Source: an optimization exercise on an open RTL-to-GDS flow (aim: small area and a short achievable clock period). Production flows keep margins and buffers that such runs may drop.
RTL that was checked went through simulation tests only; none was proved equivalent to the original.

## build 45
==> flow/design.v (excerpt) <==
module div32p2(
    input  wire [63:0] x,
    input  wire [31:0] d,
    output wire [31:0] q,
    output wire [31:0] r,
    input  wire        clk,
    input  wire        rstn);
Size in the first run: about 12000 cells after synthesis, about 190 flip-flops.
clock: 95.0 ns
lec_check: 0
abc_area: 1
cap_margin: 50
core_margin: 2
core_utilization: 45
gpl_timing_driven: 0
place_density: 0.72
slew_margin: 70
synth_hierarchical: 1
standard.sh (not shown) runs the stock make flow with config.mk's settings and CLKGATE_MAP_FILE= SYNTH_SCRIPT=/design/flow/synth_recipe.tcl, a recipe that flattens the netlist after the stock synthesis.
==> flow/flow/run.sh <==
#!/bin/bash
# The standard layout (the standard.sh, synthesis unchanged), except that the port
# buffers that placement inserts on every input and output are sky130_fd_sc_hd__buf_2
# instead of the delay cell clkdlybuf4s50_1 the default picks.
set -euo pipefail
export BUFFER_PORTS_ARGS="-buffer_cell sky130_fd_sc_hd__buf_2"
bash standard.sh > standard.log 2>&1
Setup changes, build 45 to build 91
# build 45
export LEC_CHECK = 0
export ABC_AREA = 1
export CAP_MARGIN = 50
export CORE_MARGIN = 2
export CORE_UTILIZATION = 45
export GPL_TIMING_DRIVEN = 0
export PLACE_DENSITY = 0.72
export SLEW_MARGIN = 70
export SYNTH_HIERARCHICAL = 1
create_clock -name core_clock -period 95.0 [get_ports {clk}]
# build 91
export LEC_CHECK = 0
export ABC_AREA = 1
export CAP_MARGIN = 50
export CORE_MARGIN = 2
export CORE_UTILIZATION = 58
export GPL_TIMING_DRIVEN = 0
export PLACE_DENSITY = 0.85
export SLEW_MARGIN = 70
export SYNTH_HIERARCHICAL = 1
create_clock -name core_clock -period 95.0 [get_ports {clk}]
--- outcome ---
Changes observed in build 91 relative to build 45: fmax decreased by about 1.3% relative to the old numbers, global router's overall resource usage increased by 8.1 points relative to the old numbers. In the route summary, build 91 ends up with a via count exceeding that of build 45. Having completed the whole flow, build 91 delivered a layout that passed the timing, design-rule and antenna checks. Build 45: all stages complete, timing, DRC and antenna checks passed. Looking only at routed wire length, and setting everything else aside, the higher value of build 45 and build 91 goes to build 91.
What build 69 does differently from build 91 at the input level:
# build 91
export LEC_CHECK = 0
export ABC_AREA = 1
export CAP_MARGIN = 50
export CORE_MARGIN = 2
export CORE_UTILIZATION = 58
export GPL_TIMING_DRIVEN = 0
export PLACE_DENSITY = 0.85
export SLEW_MARGIN = 70
export SYNTH_HIERARCHICAL = 1
create_clock -name core_clock -period 95.0 [get_ports {clk}]
# build 69
export LEC_CHECK = 0
export ABC_AREA = 1
export CAP_MARGIN = 50
export CORE_MARGIN = 2
export CORE_UTILIZATION = 45
export GPL_TIMING_DRIVEN = 0
export PLACE_DENSITY = 0.6
export SLEW_MARGIN = 70
export SYNTH_HIERARCHICAL = 1
create_clock -name core_clock -period 95.0 [get_ports {clk}]
## What came out
Routed wire length ends up higher on build 69.
Non-clock buffer count, build 91 and build 69, higher one = build 69.
Summary of build 69 over build 91: hold slack now sits at about the same level; fraction of area in registers now sits at about the same level.
Looking at layout overhead on the synthesized area across build 91 and build 69, the one that comes out higher is build 69.
Relative to build 69, the following input files were edited for build 3:
# build 69
export LEC_CHECK = 0
export ABC_AREA = 1
export CAP_MARGIN = 50
export CORE_MARGIN = 2
export CORE_UTILIZATION = 45
export GPL_TIMING_DRIVEN = 0
export PLACE_DENSITY = 0.6
export SLEW_MARGIN = 70
export SYNTH_HIERARCHICAL = 1
create_clock -name core_clock -period 95.0 [get_ports {clk}]
# build 3
export LEC_CHECK = 0
export ABC_AREA = 1
export CAP_MARGIN = 50
export CORE_MARGIN = 2
export CORE_UTILIZATION = 45
export GPL_TIMING_DRIVEN = 0
export PLACE_DENSITY = 0.95
export SLEW_MARGIN = 70
export SYNTH_HIERARCHICAL = 1
create_clock -name core_clock -period 95.0 [get_ports {clk}]
[summary]
Build 3 reached the final stage; the timing, design-rule and antenna checks on its layout passed.
Of the two values seen for origin of the worst setup path, d[7] was produced by build 3 and d[18] by build 69.
Compared with build 69, in build 3 maximum operating frequency up about 1.7%; via count up 625; layout cell share with drive strength beyond 1 flat.


== run C ==
Another version of the RTL of div32p2 (not shown whole).
Size: about 190 flip-flops, ~160 I/O pins, about 67000 um^2 of cells after synthesis.
clock: 95.0 ns
lec_check: 0
abc_area: 1
cap_margin: 20
core_margin: 2
core_utilization: 45
place_density: 0.6
slew_margin: 20
synth_hierarchical: 1
run.sh (not shown) runs the stock make flow with config.mk's settings and CLKGATE_MAP_FILE= SYNTH_SCRIPT=/design/flow/synth_recipe.tcl, a recipe that flattens the netlist after the stock synthesis.
Stock flow here: none of the scripts above is used.
Input changes introduced in run G (baseline for comparison: run C):
Settings: an added GPL_TIMING_DRIVEN of 0.
Findings:
Between run G and run C, the difference in area of the multi-input gates is negligible. On global-route usage, run C tracks run G almost exactly.


div32p2, a different RTL version from the one above (not shown whole).
Size in the first run: roughly 13000 cells after synthesis, ~190 flip-flops, about 160 I/O pins.
==> flow/config.mk <==
export PLATFORM = sky130hd
export DESIGN_NAME = div32p2
export DESIGN_NICKNAME = div32p2
export VERILOG_FILES = /design/flow/design.v
export SDC_FILE = /design/flow/constraint.sdc
export NUM_CORES = 4
export LEC_CHECK = 0
export ABC_AREA = 1
export CAP_MARGIN = 50
export CORE_MARGIN = 2
export CORE_UTILIZATION = 45
export GPL_TIMING_DRIVEN = 0
export PLACE_DENSITY = 0.6
export SLEW_MARGIN = 70
export SYNTH_HIERARCHICAL = 1
==> flow/constraint.sdc <==
create_clock -name core_clock -period 95.0 [get_ports {clk}]
set_input_delay 19.0000 -clock core_clock [delete_from_list [all_inputs] [get_ports {clk}]]
set_output_delay 19.0000 -clock core_clock [all_outputs]
set_load 0.01 [all_outputs]
standard.sh (not shown) runs the stock make flow with config.mk's settings and CLKGATE_MAP_FILE= SYNTH_SCRIPT=/design/flow/synth_recipe.tcl, a recipe that flattens the netlist after the stock synthesis.
Scripts as last shown in full above: flow/flow/run.sh
The starting point finished clean.
Then changed:
==> flow/run.sh (new file) <==
#!/bin/bash
# synth_recipe.tcl (not shown) runs the flow's synth.tcl, then flattens the netlist and writes it again
# the make line also repeats each setting of config.mk as NAME=value (left out here)
make -C /OpenROAD-flow-scripts/flow DESIGN_CONFIG=/design/flow/config.mk WORK_HOME=/design/flow/orfs CLKGATE_MAP_FILE= SYNTH_SCRIPT=/design/flow/synth_recipe.tcl finish
removed: flow/flow/run.sh
removed: flow/standard.sh
Result: Hold slack is about the same; flip-flop and latch count does not change; routed wire length hardly moves; non-clock buffer count does not change.
Then changed:
==> flow/flow/run.sh (new file) <==
#!/bin/bash
# The standard layout (the standard.sh, synthesis unchanged), with ORFS's timing repair
# asked to leave 64 ns of setup slack at the design's clock period: it sizes up and
# buffers the long paths further than it does by default (which stops at 0 ns).
set -euo pipefail
export SETUP_SLACK_MARGIN=64
bash standard.sh > standard.log 2>&1
==> flow/standard.sh (new file) <==
#!/bin/bash
# synth_recipe.tcl (not shown) runs the flow's synth.tcl, then flattens the netlist and writes it again
# the make line also repeats each setting of config.mk as NAME=value (left out here)
make -C /OpenROAD-flow-scripts/flow DESIGN_CONFIG=/design/flow/config.mk WORK_HOME=/design/flow/orfs CLKGATE_MAP_FILE= SYNTH_SCRIPT=/design/flow/synth_recipe.tcl "${@:-finish}"
removed: flow/run.sh
=> The new run finished clean. Final area increases by 15%. Clock skew is about the same. Die area is unchanged. Area after synthesis does not change. Count of clock-buffer cells in the layout stays the same. Worst hold slack hardly moves. Sequential share of layout area is lower by 0.64 points.


Another version of the RTL of div32p2 (not shown whole).
For scale: roughly 13000 cells after synthesis, roughly 160 I/O pins.
clock: 95.0 ns
lec_check: 0
abc_area: 1
cap_margin: 20
core_margin: 2
core_utilization: 45
gpl_timing_driven: 0
place_density: 0.6
slew_margin: 20
synth_hierarchical: 1
run.sh (not shown) runs the stock make flow with config.mk's settings and CLKGATE_MAP_FILE= SYNTH_SCRIPT=/design/flow/synth_recipe.tcl, a recipe that flattens the netlist after the stock synthesis.
Stock flow here: none of the scripts above is used.
The first run completed with no timing, DRC or antenna violations.
==> next run, changes <==
- CAP_MARGIN: 20 -> 50
- SLEW_MARGIN: 20 -> 70
After rerunning: Die area is unchanged; clock skew is lower by 11 ps; fmax climbs by a few percent; routed wire length climbs slightly; cell area is higher slightly; worst hold slack improved by 12 ps; utilization is higher by 0.79 points.
==> next run, changes <==
- CAP_MARGIN: 50 -> 20
- CORE_UTILIZATION: 45 -> 70
- PLACE_DENSITY: 0.6 -> 0.8
- SLEW_MARGIN: 70 -> 20
Outcome: Wire length falls by 3.8%. Final area goes down by 2.8%. Utilization climbs by 26 points. Worst setup slack gets worse by 2000 ps. Via count climbs by 4.6%.
Function was not checked in any run of this note: the RTL went through the layout flow alone.


div32p2 with an RTL version that a note above also has.
Size in the first run: about 190 flip-flops, about 65000 um2 of cells after synthesis.
clock: 95.0 ns
lec_check: 0
abc_area: 1
cap_margin: 50
core_margin: 2
core_utilization: 45
gpl_timing_driven: 0
place_density: 0.6
slew_margin: 70
synth_hierarchical: 1
standard.sh (not shown) runs the stock make flow with config.mk's settings and CLKGATE_MAP_FILE= SYNTH_SCRIPT=/design/flow/synth_recipe.tcl, a recipe that flattens the netlist after the stock synthesis.
==> flow/flow/run.sh <==
#!/bin/bash
# The standard layout (the standard.sh, synthesis unchanged), except that the port
# buffers that placement inserts on every input and output are sky130_fd_sc_hd__buf_4
# instead of the delay cell clkdlybuf4s50_1 the default picks.
set -euo pipefail
export BUFFER_PORTS_ARGS="-buffer_cell sky130_fd_sc_hd__buf_4"
bash standard.sh > standard.log 2>&1
Then changed:
==> flow/flow/run.sh (replaced) <==
#!/bin/bash
# Standard layout, unchanged (probe run).
bash standard.sh > standard.log 2>&1
Result: Via count barely changes. Count of clock-buffer cells in the layout does not change.
Then changed:
==> flow/run.sh (new file) <==
#!/bin/bash
# synth_recipe.tcl (not shown) runs the flow's synth.tcl, then flattens the netlist and writes it again
# the make line also repeats each setting of config.mk as NAME=value (left out here)
make -C /OpenROAD-flow-scripts/flow DESIGN_CONFIG=/design/flow/config.mk WORK_HOME=/design/flow/orfs CLKGATE_MAP_FILE= SYNTH_SCRIPT=/design/flow/synth_recipe.tcl finish
CAP_MARGIN = 60   (was 50)
SLEW_MARGIN = 78   (was 70)
removed: flow/flow/run.sh
removed: flow/standard.sh
Result: The changed run finished clean; wire length rose by 0.76%; die area is unchanged; core utilization rose by 0.82 points; setup slack is worse by 220 ps; clock skew hardly moves; hold slack is about the same; global-route usage rose by 0.14 points; synthesized cell count is unchanged; maximum frequency fell by 0.66%.
Then changed:
CAP_MARGIN = 40   (was 60)
SLEW_MARGIN = 60   (was 78)
What happened: Die area is unchanged. Setup slack got worse by 450 ps. Register-to-register slack gets worse by 860 ps. Non-clock buffer count drops by 65.


Another version of the RTL of div32p2 (not shown whole).
For scale: about 160 I/O pins, ~0.062 mm^2 of cells after synthesis.
Design div32p2, start of the top module:
module div32p2(
    input  wire [63:0] x,
    input  wire [31:0] d,
    output wire [31:0] q,
    output wire [31:0] r,
    input  wire        clk,
    input  wire        rstn);
Settings: LEC_CHECK=0, ABC_AREA=1, CAP_MARGIN=50, CORE_MARGIN=2, CORE_UTILIZATION=45, GPL_TIMING_DRIVEN=0, PLACE_DENSITY=0.85, SLEW_MARGIN=70, SYNTH_HIERARCHICAL=1; clock period 95.0 ns.
==> flow/flow/run.sh <==
#!/bin/bash
# The standard layout (the standard.sh, synthesis unchanged), except that the port
# buffers that placement inserts on every input and output are sky130_fd_sc_hd__buf_2
# instead of the delay cell clkdlybuf4s50_1 the default picks.
set -euo pipefail
export BUFFER_PORTS_ARGS="-buffer_cell sky130_fd_sc_hd__buf_2"
bash standard.sh > standard.log 2>&1
The first run completed without violations.
==> next run, changes <==
Settings changed: CORE_UTILIZATION 45 to 38.
Sequential share of layout area is about the same.
Critical path depth is unchanged.
Wire length came out lower slightly.
Synthesized cell count stays the same.
Die area came out higher by about a fifth.
==> next run, changes <==
==> flow/run.sh (new file) <==
#!/bin/bash
# synth_recipe.tcl (not shown) runs the flow's synth.tcl, then flattens the netlist and writes it again
# the make line also repeats each setting of config.mk as NAME=value (left out here)
make -C /OpenROAD-flow-scripts/flow DESIGN_CONFIG=/design/flow/config.mk WORK_HOME=/design/flow/orfs CLKGATE_MAP_FILE= SYNTH_SCRIPT=/design/flow/synth_recipe.tcl finish
Settings changed: CORE_UTILIZATION 38 to 45.
removed: flow/flow/run.sh
removed: flow/standard.sh
=>
- The changed run produced a clean layout
- via count went up slightly
- worst setup slack gets worse by 0.49 ns
- utilization went up by 7.7 points
- routed wire length went up slightly
- area after synthesis does not change
==> next run, changes <==
==> flow/flow/run.sh (new file) <==
#!/bin/bash
# The standard layout (the standard.sh, synthesis unchanged), except that the port
# buffers that placement inserts on every input and output are sky130_fd_sc_hd__buf_2
# instead of the delay cell clkdlybuf4s50_1 the default picks.
set -euo pipefail
export BUFFER_PORTS_ARGS="-buffer_cell sky130_fd_sc_hd__buf_2"
bash standard.sh > standard.log 2>&1
==> flow/standard.sh (new file) <==
#!/bin/bash
# synth_recipe.tcl (not shown) runs the flow's synth.tcl, then flattens the netlist and writes it again
# the make line also repeats each setting of config.mk as NAME=value (left out here)
make -C /OpenROAD-flow-scripts/flow DESIGN_CONFIG=/design/flow/config.mk WORK_HOME=/design/flow/orfs CLKGATE_MAP_FILE= SYNTH_SCRIPT=/design/flow/synth_recipe.tcl "${@:-finish}"
Settings changed: CAP_MARGIN 50 to 45, SLEW_MARGIN 70 to 65.
removed: flow/run.sh
=>
- The new run finished with timing, DRC and antenna clean
- clock skew shrinks by 0.0074 ns
- die area stays the same
- hold slack gains 0.0037 ns
- non-clock buffer count shrinks by 1
- setup slack gains 0.22 ns


RTL: one of the versions met above, not the one the previous note started from.
Size: ~12000 cells after synthesis, about 190 flip-flops, roughly 160 I/O pins.
make LEC_CHECK=0 ABC_AREA=1 CAP_MARGIN=50 CORE_MARGIN=2 CORE_UTILIZATION=45 GPL_TIMING_DRIVEN=0 PLACE_DENSITY=0.6 SLEW_MARGIN=70 SYNTH_HIERARCHICAL=1 finish   # period 95.0 ns
run.sh (not shown) runs the stock make flow with config.mk's settings and CLKGATE_MAP_FILE= SYNTH_SCRIPT=/design/flow/synth_recipe.tcl, a recipe that flattens the netlist after the stock synthesis.
Stock flow here: none of the scripts above is used.
The baseline went through all stages and came out clean.
Next try:
==> flow/flow/run.sh (new file) <==
#!/bin/bash
# The standard layout (the standard.sh, synthesis unchanged), except that the port
# buffers that placement inserts on every input and output are sky130_fd_sc_hd__buf_2
# instead of the delay cell clkdlybuf4s50_1 the default picks.
set -euo pipefail
export BUFFER_PORTS_ARGS="-buffer_cell sky130_fd_sc_hd__buf_2"
bash standard.sh > standard.log 2>&1
==> flow/standard.sh (new file) <==
#!/bin/bash
# synth_recipe.tcl (not shown) runs the flow's synth.tcl, then flattens the netlist and writes it again
# the make line also repeats each setting of config.mk as NAME=value (left out here)
make -C /OpenROAD-flow-scripts/flow DESIGN_CONFIG=/design/flow/config.mk WORK_HOME=/design/flow/orfs CLKGATE_MAP_FILE= SYNTH_SCRIPT=/design/flow/synth_recipe.tcl "${@:-finish}"
Settings changed: PLACE_DENSITY 0.6 to 0.85.
removed: flow/run.sh
Area after synthesis is unchanged.
Cell area is lower slightly.
Core utilization drops by 0.68 points.
Wire length decreases by about a fifth.
Setup slack gains 1200 ps.
Register-to-register slack is better by 1600 ps.

## afterwards: timing with drivers on the ports
In the flow no input, the clock included, has a driving cell. The finished layouts below were timed again as built, in two steps. Step 1: set_driving_cell puts a clkbuf_16 on clk and a buf_2 on each other input, an assumption about the parent block. Step 2 moves the port delays by t, midway between the first and last clock arrival at a register: inputs arrive t later, outputs are due t later. That takes back most of the time a late clock gives input paths. Slacks: ideal ports / drivers / drivers and shift; pairs: ideal ports / drivers.
| run | t, ns | slack for setup (ns) | worst setup path at the end | latest minus earliest clock arrival (ns) |
|---|---|---|---|---|
| build 45 | 0.616 | 61.214 / 61.275 / 60.659 | input to register | 0.027 / 0.028 |
| build 91 | 0.605 | 60.753 / 60.807 / 60.202 | input to register | 0.030 / 0.030 |
| build 69 | 0.609 | 60.554 / 60.615 / 60.006 | input to register | 0.023 / 0.022 |
| build 3 | 0.595 | 61.146 / 61.203 / 60.608 | input to register | 0.017 / 0.017 |
| run C | 0.635 | 48.545 / 48.545 / 48.545 | register to register | 0.036 / 0.036 |
| run G | 0.640 | 60.733 / 60.657 / 60.777 | register to register | 0.045 / 0.044 |
| the first run of note 3 | 0.619 | 62.272 / 62.247 / 61.697 | input to register | 0.038 / 0.038 |
| the second run of note 3 | 0.638 | 62.028 / 61.948 / 61.478 | input to register | 0.035 / 0.036 |
| the third run of note 3 | 0.645 | 63.022 / 62.958 / 62.396 | input to register | 0.035 / 0.035 |
| the first run of note 4 | 0.617 | 60.514 / 60.514 / 60.514 | register to register | 0.040 / 0.041 |
| the second run of note 4 | 0.624 | 61.968 / 61.968 / 61.968 | register to register | 0.031 / 0.032 |
| the third run of note 4 | 0.609 | 59.964 / 59.964 / 59.964 | register to register | 0.027 / 0.027 |
| the first run of note 5 | 0.641 | 62.294 / 62.262 / 61.710 | input to register | 0.047 / 0.047 |
| the second run of note 5 | 0.638 | 62.028 / 61.948 / 61.478 | input to register | 0.035 / 0.036 |
| the third run of note 5 | 0.633 | 61.810 / 61.863 / 61.231 | input to register | 0.035 / 0.035 |
| the fourth run of note 5 | 0.623 | 61.358 / 61.402 / 60.779 | input to register | 0.037 / 0.037 |
| the first run of note 6 | 0.615 | 61.896 / 61.820 / 61.712 | input to register | 0.048 / 0.049 |
| the second run of note 6 | 0.611 | 61.846 / 61.769 / 61.888 | input to register | 0.020 / 0.020 |
| the third run of note 6 | 0.609 | 61.359 / 61.282 / 61.103 | input to register | 0.029 / 0.028 |
| the fourth run of note 6 | 0.601 | 61.582 / 61.506 / 61.632 | input to register | 0.021 / 0.021 |
| the first run of note 7 | 0.614 | 60.122 / 60.173 / 59.559 | input to register | 0.021 / 0.020 |
| the second run of note 7 | 0.605 | 61.305 / 61.354 / 60.750 | input to register | 0.025 / 0.025 |
After both steps setup and hold are still met in every run listed. For the third run of note 3, which loses most, drivers alone change the setup slack by -0.064 ns; drivers and shift together by -0.626 ns.
